This design comes from an exercise in tuning for small area, a short achievable clock period and few clock cycles per item on the open sky130 flow, not from production work. At most, simulation tests tie the RTL to the original design; equivalence was not proved. No activity file was given, so power comes from the tool's default toggle rates.

==> inputs of try-raven <==
## simple_modular_adder
module simple_modular_adder(a,b,clk,rst,out,done);
input [255:0] a,b;
input clk,rst;
output [255:0] out;
output done;
wire [254:6] hs;
wire [15:0] bg, bt;
wire [5:0] l0, l1;
wire c0, c1;
ma_low u_low(.a(a[4:0]), .b(b[4:0]), .x5(a[5] ^ b[5]), .l0(l0), .l1(l1), .c0(c0), .c1(c1));
ma_blk16 u_a0(.a(a[21:6]), .b(b[21:6]), .al(a[5]), .bl(b[5]), .hs(hs[21:6]), .bg(bg[0]), .bt(bt[0]));
ma_blk16 u_a1(.a(a[37:22]), .b(b[37:22]), .al(a[21]), .bl(b[21]), .hs(hs[37:22]), .bg(bg[1]), .bt(bt[1]));
ma_blk16 u_a2(.a(a[53:38]), .b(b[53:38]), .al(a[37]), .bl(b[37]), .hs(hs[53:38]), .bg(bg[2]), .bt(bt[2]));
ma_blk16 u_a3(.a(a[69:54]), .b(b[69:54]), .al(a[53]), .bl(b[53]), .hs(hs[69:54]), .bg(bg[3]), .bt(bt[3]));
ma_blk16 u_a4(.a(a[85:70]), .b(b[85:70]), .al(a[69]), .bl(b[69]), .hs(hs[85:70]), .bg(bg[4]), .bt(bt[4]));
ma_blk16 u_a5(.a(a[101:86]), .b(b[101:86]), .al(a[85]), .bl(b[85]), .hs(hs[101:86]), .bg(bg[5]), .bt(bt[5]));
ma_blk16 u_a6(.a(a[117:102]), .b(b[117:102]), .al(a[101]), .bl(b[101]), .hs(hs[117:102]), .bg(bg[6]), .bt(bt[6]));
ma_blk16 u_a7(.a(a[133:118]), .b(b[133:118]), .al(a[117]), .bl(b[117]), .hs(hs[133:118]), .bg(bg[7]), .bt(bt[7]));
ma_blk16 u_a8(.a(a[149:134]), .b(b[149:134]), .al(a[133]), .bl(b[133]), .hs(hs[149:134]), .bg(bg[8]), .bt(bt[8]));
ma_blk16 u_a9(.a(a[165:150]), .b(b[165:150]), .al(a[149]), .bl(b[149]), .hs(hs[165:150]), .bg(bg[9]), .bt(bt[9]));
ma_blk16 u_a10(.a(a[181:166]), .b(b[181:166]), .al(a[165]), .bl(b[165]), .hs(hs[181:166]), .bg(bg[10]), .bt(bt[10]));
ma_blk16 u_a11(.a(a[197:182]), .b(b[197:182]), .al(a[181]), .bl(b[181]), .hs(hs[197:182]), .bg(bg[11]), .bt(bt[11]));
ma_blk16 u_a12(.a(a[213:198]), .b(b[213:198]), .al(a[197]), .bl(b[197]), .hs(hs[213:198]), .bg(bg[12]), .bt(bt[12]));
  ...
clock: 5.0 ns
lec_check: 0
cap_margin: 20
core_margin: 2
core_utilization: 40
setup_slack_margin: 2.0
slew_margin: 20
synth_hierarchical: 1
standard.sh (not shown) runs the stock make flow with config.mk's settings and CLKGATE_MAP_FILE= SYNTH_SCRIPT=/design/flow/synth_recipe.tcl, a recipe that flattens the netlist after the stock synthesis.
==> flow/flow/run.sh <==
#!/bin/bash
# Layout flow: the standard ORFS flow (standard.sh) with two changes:
#  - the port buffers are the smallest plain buffer, sky130_fd_sc_hd__buf_1, instead of
#    the delay cell buffer_ports picks by default;
#  - synthesis maps no half/full adder cells (ADDER_MAP_FILE empty), so ABC maps all the
#    combinational logic itself.
# Registers are untouched: they come from the standard synthesis.
set -euo pipefail
export BUFFER_PORTS_ARGS="-buffer_cell sky130_fd_sc_hd__buf_1"
export ADDER_MAP_FILE=
bash standard.sh > standard.log 2>&1
==> try-onyx (differences from try-raven) <==
SETUP_SLACK_MARGIN = unset   (was 2.0)
==> try-yarrow (differences from try-raven) <==
SETUP_SLACK_MARGIN = 2.5   (was 2.0)
==> try-lagoon (differences from try-raven) <==
GPL_TIMING_DRIVEN = 0   (was unset)
SETUP_SLACK_MARGIN = unset   (was 2.0)
==> comparison table <==
metric                                                     try-yarrow     try-lagoon       try-onyx      try-raven
Status                               no timing/DRC/antenna violations  no timing/DRC/antenna violations  no timing/DRC/antenna violations  no timing/DRC/antenna violations
Power in sequential cells                                     6.28 mW        6.13 mW        6.17 mW        6.20 mW
Portion of total power attributed to the clock network          30.5%          32.6%          33.2%          32.8%
Initial DRC count                                                1334           1053           1137           1060
P_leak                                                       15.93 nW       13.48 nW       13.24 nW       13.86 nW
Level count of the clock H-tree                                     2              3              2              2
FF/Latch Area                                           0.01109 sq mm  0.01107 sq mm  0.01107 sq mm  0.01109 sq mm
Wire length of the first global-routing pass                147800 um      139300 um      137600 um      139100 um
Min Tclk post-route                                          2.887 ns       3.677 ns       3.467 ns       2.991 ns
Total detailed-routing wirelength                           101700 um       93960 um       93020 um       95200 um
Layout clock buffer count                                          85             92             79             79
Number of cells on the worst reg-to-reg path                       11              9              9             11
Multi-input logic area                                  0.02221 sq mm  0.01893 sq mm  0.01893 sq mm  0.01980 sq mm
PwrDens                                                 365.8 mW/mm^2  391.1 mW/mm^2  397.1 mW/mm^2  389.8 mW/mm^2
Number of CTS-inserted buffers                                     60             66             60             60
Testbench counts of try-raven, summed over its fixed seeds: cycles 1,024, items 512.
Testbench counts of try-onyx, summed over its fixed seeds: cycles 1,024, items 512.
Testbench counts of try-yarrow, summed over its fixed seeds: cycles 1,024, items 512.
Testbench counts of try-lagoon, summed over its fixed seeds: cycles 1,024, items 512.

==> job 9733: inputs <==
simple_modular_adder, a different RTL version from the one above (not shown whole).
export LEC_CHECK = 0
export CAP_MARGIN = 20
export CORE_MARGIN = 2
export CORE_UTILIZATION = 40
export SETUP_SLACK_MARGIN = 2.0
export SLEW_MARGIN = 20
export SYNTH_HIERARCHICAL = 1
create_clock -name core_clock -period 5.0 [get_ports {clk}]
==> flow/flow/run.sh <==
#!/bin/bash
# Layout flow: the standard ORFS flow (standard.sh, run on a config that includes
# the standard flow's config.mk) with three changes:
#  - the port buffers are the smallest plain buffer, sky130_fd_sc_hd__buf_1, instead of
#    the delay cell buffer_ports picks by default;
#  - synthesis maps no half/full adder cells (ADDER_MAP_FILE empty), so ABC maps all the
#    combinational logic itself;
#  - slow cells with long PMOS stacks (3- and 4-input OR/NOR and some complex gates) are
#    added to the don't-use list.
# Registers are untouched: they come from the standard synthesis.
set -euo pipefail
here=$(pwd)
cat > own.mk <<EOM
include $here/config.mk
export BUFFER_PORTS_ARGS = -buffer_cell sky130_fd_sc_hd__buf_1
export ADDER_MAP_FILE =
export DONT_USE_CELLS = sky130_fd_sc_hd__nor3_1 sky130_fd_sc_hd__nor3_2 sky130_fd_sc_hd__nor3_4 sky130_fd_sc_hd__nor3b_1 sky130_fd_sc_hd__nor3b_2 sky130_fd_sc_hd__nor3b_4 sky130_fd_sc_hd__nor4_1 sky130_fd_sc_hd__nor4_2 sky130_fd_sc_hd__nor4_4 sky130_fd_sc_hd__nor4b_1 sky130_fd_sc_hd__nor4b_2 sky130_fd_sc_hd__nor4b_4 sky130_fd_sc_hd__nor4bb_1 sky130_fd_sc_hd__nor4bb_2 sky130_fd_sc_hd__nor4bb_4 sky130_fd_sc_hd__or3_1 sky130_fd_sc_hd__or3_2 sky130_fd_sc_hd__or3_4 sky130_fd_sc_hd__or3b_1 sky130_fd_sc_hd__or3b_2 sky130_fd_sc_hd__or3b_4 sky130_fd_sc_hd__or4_1 sky130_fd_sc_hd__or4_2 sky130_fd_sc_hd__or4_4 sky130_fd_sc_hd__or4b_1 sky130_fd_sc_hd__or4b_2 sky130_fd_sc_hd__or4b_4 sky130_fd_sc_hd__or4bb_1 sky130_fd_sc_hd__or4bb_2 sky130_fd_sc_hd__or4bb_4  sky130_fd_sc_hd__a2111o_1 sky130_fd_sc_hd__a2111o_2 sky130_fd_sc_hd__a2111o_4 sky130_fd_sc_hd__a2111oi_0 sky130_fd_sc_hd__a2111oi_1 sky130_fd_sc_hd__a2111oi_2 sky130_fd_sc_hd__a2111oi_4 sky130_fd_sc_hd__a222oi_1 sky130_fd_sc_hd__a2bb2o_1 sky130_fd_sc_hd__a2bb2o_2 sky130_fd_sc_hd__a2bb2o_4 sky130_fd_sc_hd__a2bb2oi_1 sky130_fd_sc_hd__a2bb2oi_2 sky130_fd_sc_hd__a2bb2oi_4 sky130_fd_sc_hd__a311o_1 sky130_fd_sc_hd__a311o_2 sky130_fd_sc_hd__a311o_4 sky130_fd_sc_hd__a311oi_1 sky130_fd_sc_hd__a311oi_2 sky130_fd_sc_hd__a311oi_4 sky130_fd_sc_hd__a32o_1 sky130_fd_sc_hd__a32o_2 sky130_fd_sc_hd__a32o_4 sky130_fd_sc_hd__a32oi_1 sky130_fd_sc_hd__a32oi_2 sky130_fd_sc_hd__a32oi_4 sky130_fd_sc_hd__a41o_1 sky130_fd_sc_hd__a41o_2 sky130_fd_sc_hd__a41o_4 sky130_fd_sc_hd__a41oi_1 sky130_fd_sc_hd__a41oi_2 sky130_fd_sc_hd__a41oi_4 sky130_fd_sc_hd__o2111a_1 sky130_fd_sc_hd__o2111a_2 sky130_fd_sc_hd__o2111a_4 sky130_fd_sc_hd__o2111ai_1 sky130_fd_sc_hd__o2111ai_2 sky130_fd_sc_hd__o2111ai_4 sky130_fd_sc_hd__o2bb2a_1 sky130_fd_sc_hd__o2bb2a_2 sky130_fd_sc_hd__o2bb2a_4 sky130_fd_sc_hd__o2bb2ai_1 sky130_fd_sc_hd__o2bb2ai_2 sky130_fd_sc_hd__o2bb2ai_4 sky130_fd_sc_hd__o311a_1 sky130_fd_sc_hd__o311a_2 sky130_fd_sc_hd__o311a_4 sky130_fd_sc_hd__o311ai_0 sky130_fd_sc_hd__o311ai_1 sky130_fd_sc_hd__o311ai_2 sky130_fd_sc_hd__o311ai_4 sky130_fd_sc_hd__o32a_1 sky130_fd_sc_hd__o32a_2 sky130_fd_sc_hd__o32a_4 sky130_fd_sc_hd__o32ai_1 sky130_fd_sc_hd__o32ai_2 sky130_fd_sc_hd__o32ai_4 sky130_fd_sc_hd__o41a_1 sky130_fd_sc_hd__o41a_2 sky130_fd_sc_hd__o41a_4 sky130_fd_sc_hd__o41ai_1 sky130_fd_sc_hd__o41ai_2 sky130_fd_sc_hd__o41ai_4 
EOM
sed "s#DESIGN_CONFIG=[^ ]*#DESIGN_CONFIG=$here/own.mk#" standard.sh > own.sh
bash own.sh > standard.log 2>&1
==> job 6092 (differences from job 9733) <==
==> flow/flow/run.sh (replaced) <==
#!/bin/bash
# Layout flow: the standard ORFS flow (standard.sh) with three changes:
#  - the port buffers are the smallest plain buffer, sky130_fd_sc_hd__buf_1, instead of
#    the delay cell buffer_ports picks by default;
#  - synthesis maps no half/full adder cells (ADDER_MAP_FILE empty), so ABC maps all the
#    combinational logic itself;
#  - slow cells with long PMOS stacks (3- and 4-input OR/NOR and some complex gates) are
#    not used.
# Registers are untouched: they come from the standard synthesis.
set -euo pipefail
export BUFFER_PORTS_ARGS="-buffer_cell sky130_fd_sc_hd__buf_1"
export ADDER_MAP_FILE=
export DONT_USE_CELLS="sky130_fd_sc_hd__nor3_1 sky130_fd_sc_hd__nor3_2 sky130_fd_sc_hd__nor3_4 sky130_fd_sc_hd__nor3b_1 sky130_fd_sc_hd__nor3b_2 sky130_fd_sc_hd__nor3b_4 sky130_fd_sc_hd__nor4_1 sky130_fd_sc_hd__nor4_2 sky130_fd_sc_hd__nor4_4 sky130_fd_sc_hd__nor4b_1 sky130_fd_sc_hd__nor4b_2 sky130_fd_sc_hd__nor4b_4 sky130_fd_sc_hd__nor4bb_1 sky130_fd_sc_hd__nor4bb_2 sky130_fd_sc_hd__nor4bb_4 sky130_fd_sc_hd__or3_1 sky130_fd_sc_hd__or3_2 sky130_fd_sc_hd__or3_4 sky130_fd_sc_hd__or3b_1 sky130_fd_sc_hd__or3b_2 sky130_fd_sc_hd__or3b_4 sky130_fd_sc_hd__or4_1 sky130_fd_sc_hd__or4_2 sky130_fd_sc_hd__or4_4 sky130_fd_sc_hd__or4b_1 sky130_fd_sc_hd__or4b_2 sky130_fd_sc_hd__or4b_4 sky130_fd_sc_hd__or4bb_1 sky130_fd_sc_hd__or4bb_2 sky130_fd_sc_hd__or4bb_4  sky130_fd_sc_hd__a2111o_1 sky130_fd_sc_hd__a2111o_2 sky130_fd_sc_hd__a2111o_4 sky130_fd_sc_hd__a2111oi_0 sky130_fd_sc_hd__a2111oi_1 sky130_fd_sc_hd__a2111oi_2 sky130_fd_sc_hd__a2111oi_4 sky130_fd_sc_hd__a222oi_1 sky130_fd_sc_hd__a2bb2o_1 sky130_fd_sc_hd__a2bb2o_2 sky130_fd_sc_hd__a2bb2o_4 sky130_fd_sc_hd__a2bb2oi_1 sky130_fd_sc_hd__a2bb2oi_2 sky130_fd_sc_hd__a2bb2oi_4 sky130_fd_sc_hd__a311o_1 sky130_fd_sc_hd__a311o_2 sky130_fd_sc_hd__a311o_4 sky130_fd_sc_hd__a311oi_1 sky130_fd_sc_hd__a311oi_2 sky130_fd_sc_hd__a311oi_4 sky130_fd_sc_hd__a32o_1 sky130_fd_sc_hd__a32o_2 sky130_fd_sc_hd__a32o_4 sky130_fd_sc_hd__a32oi_1 sky130_fd_sc_hd__a32oi_2 sky130_fd_sc_hd__a32oi_4 sky130_fd_sc_hd__a41o_1 sky130_fd_sc_hd__a41o_2 sky130_fd_sc_hd__a41o_4 sky130_fd_sc_hd__a41oi_1 sky130_fd_sc_hd__a41oi_2 sky130_fd_sc_hd__a41oi_4 sky130_fd_sc_hd__o2111a_1 sky130_fd_sc_hd__o2111a_2 sky130_fd_sc_hd__o2111a_4 sky130_fd_sc_hd__o2111ai_1 sky130_fd_sc_hd__o2111ai_2 sky130_fd_sc_hd__o2111ai_4 sky130_fd_sc_hd__o2bb2a_1 sky130_fd_sc_hd__o2bb2a_2 sky130_fd_sc_hd__o2bb2a_4 sky130_fd_sc_hd__o2bb2ai_1 sky130_fd_sc_hd__o2bb2ai_2 sky130_fd_sc_hd__o2bb2ai_4 sky130_fd_sc_hd__o311a_1 sky130_fd_sc_hd__o311a_2 sky130_fd_sc_hd__o311a_4 sky130_fd_sc_hd__o311ai_0 sky130_fd_sc_hd__o311ai_1 sky130_fd_sc_hd__o311ai_2 sky130_fd_sc_hd__o311ai_4 sky130_fd_sc_hd__o32a_1 sky130_fd_sc_hd__o32a_2 sky130_fd_sc_hd__o32a_4 sky130_fd_sc_hd__o32ai_1 sky130_fd_sc_hd__o32ai_2 sky130_fd_sc_hd__o32ai_4 sky130_fd_sc_hd__o41a_1 sky130_fd_sc_hd__o41a_2 sky130_fd_sc_hd__o41a_4 sky130_fd_sc_hd__o41ai_1 sky130_fd_sc_hd__o41ai_2 sky130_fd_sc_hd__o41ai_4 "
bash standard.sh > standard.log 2>&1
==> comparison <==
Of job 9733 and job 6092, job 9733 has the higher total power (gap about 3%, measured against job 6092). Of job 9733 and job 6092, job 9733 has the higher worst setup slack (gap 250 ps). Of job 6092 and job 9733, job 6092 has the higher via count (gap about 1.5%, measured against job 9733). Sequential share of layout area: job 9733 is lower than job 6092 (0.56 points).
==> figures <==
metric                                                       job 6092        job 9733
Die Width                                                      278 um          281 um
Global-route wire length before repair                      146000 um       144000 um
Fraction of the mapped netlist area in compound gates           0.175           0.188
Max Clk Rate                                                  331 MHz         361 MHz
Layout clock area frac                                         0.0603          0.0666
Antenna violations before repair                                   35              45
Post-Route WL                                                97000 um        98100 um
Adder-cell share of the synthesized area                       0.0231          0.0331
Total non-filler cell area in the finished layout          0.0358 mm2      0.0365 mm2
Result of the run                                      finished clean  finished clean
No functional check of the RTL was part of any run of this note.

what the ideal ports hide:
No port has a modelled driver above. Below, the same layouts with a new extraction and two added sets of constraints. Step 1 assumes that a clkbuf_16 drives the clock port and a buf_2 every other input. Step 2 times the ports against the registers' clock, not the clock port: input delays grow and output delays shrink by t, the midpoint of the rising clock arrivals with the driver on. Three values: ideal ports, drivers, drivers and shift; two values: the first two.
run	shift t [ns]	setup slack, ns	worst setup path at the end
try-raven	0.675	2.009 / 2.009 / 1.681	input to register
try-onyx	0.672	1.533 / 1.533 / 1.533	register to register
try-yarrow	0.672	2.113 / 2.113 / 1.902	input to register
try-lagoon	0.641	1.323 / 1.323 / 1.323	register to register
job 9733	0.644	2.230 / 2.230 / 1.760	input to register
job 6092	0.673	1.977 / 1.977 / 1.557	input to register
After both steps every run listed still meets setup and hold. For job 9733, which loses most, drivers alone change the setup slack by 0.000 ns; drivers and shift together by -0.470 ns.
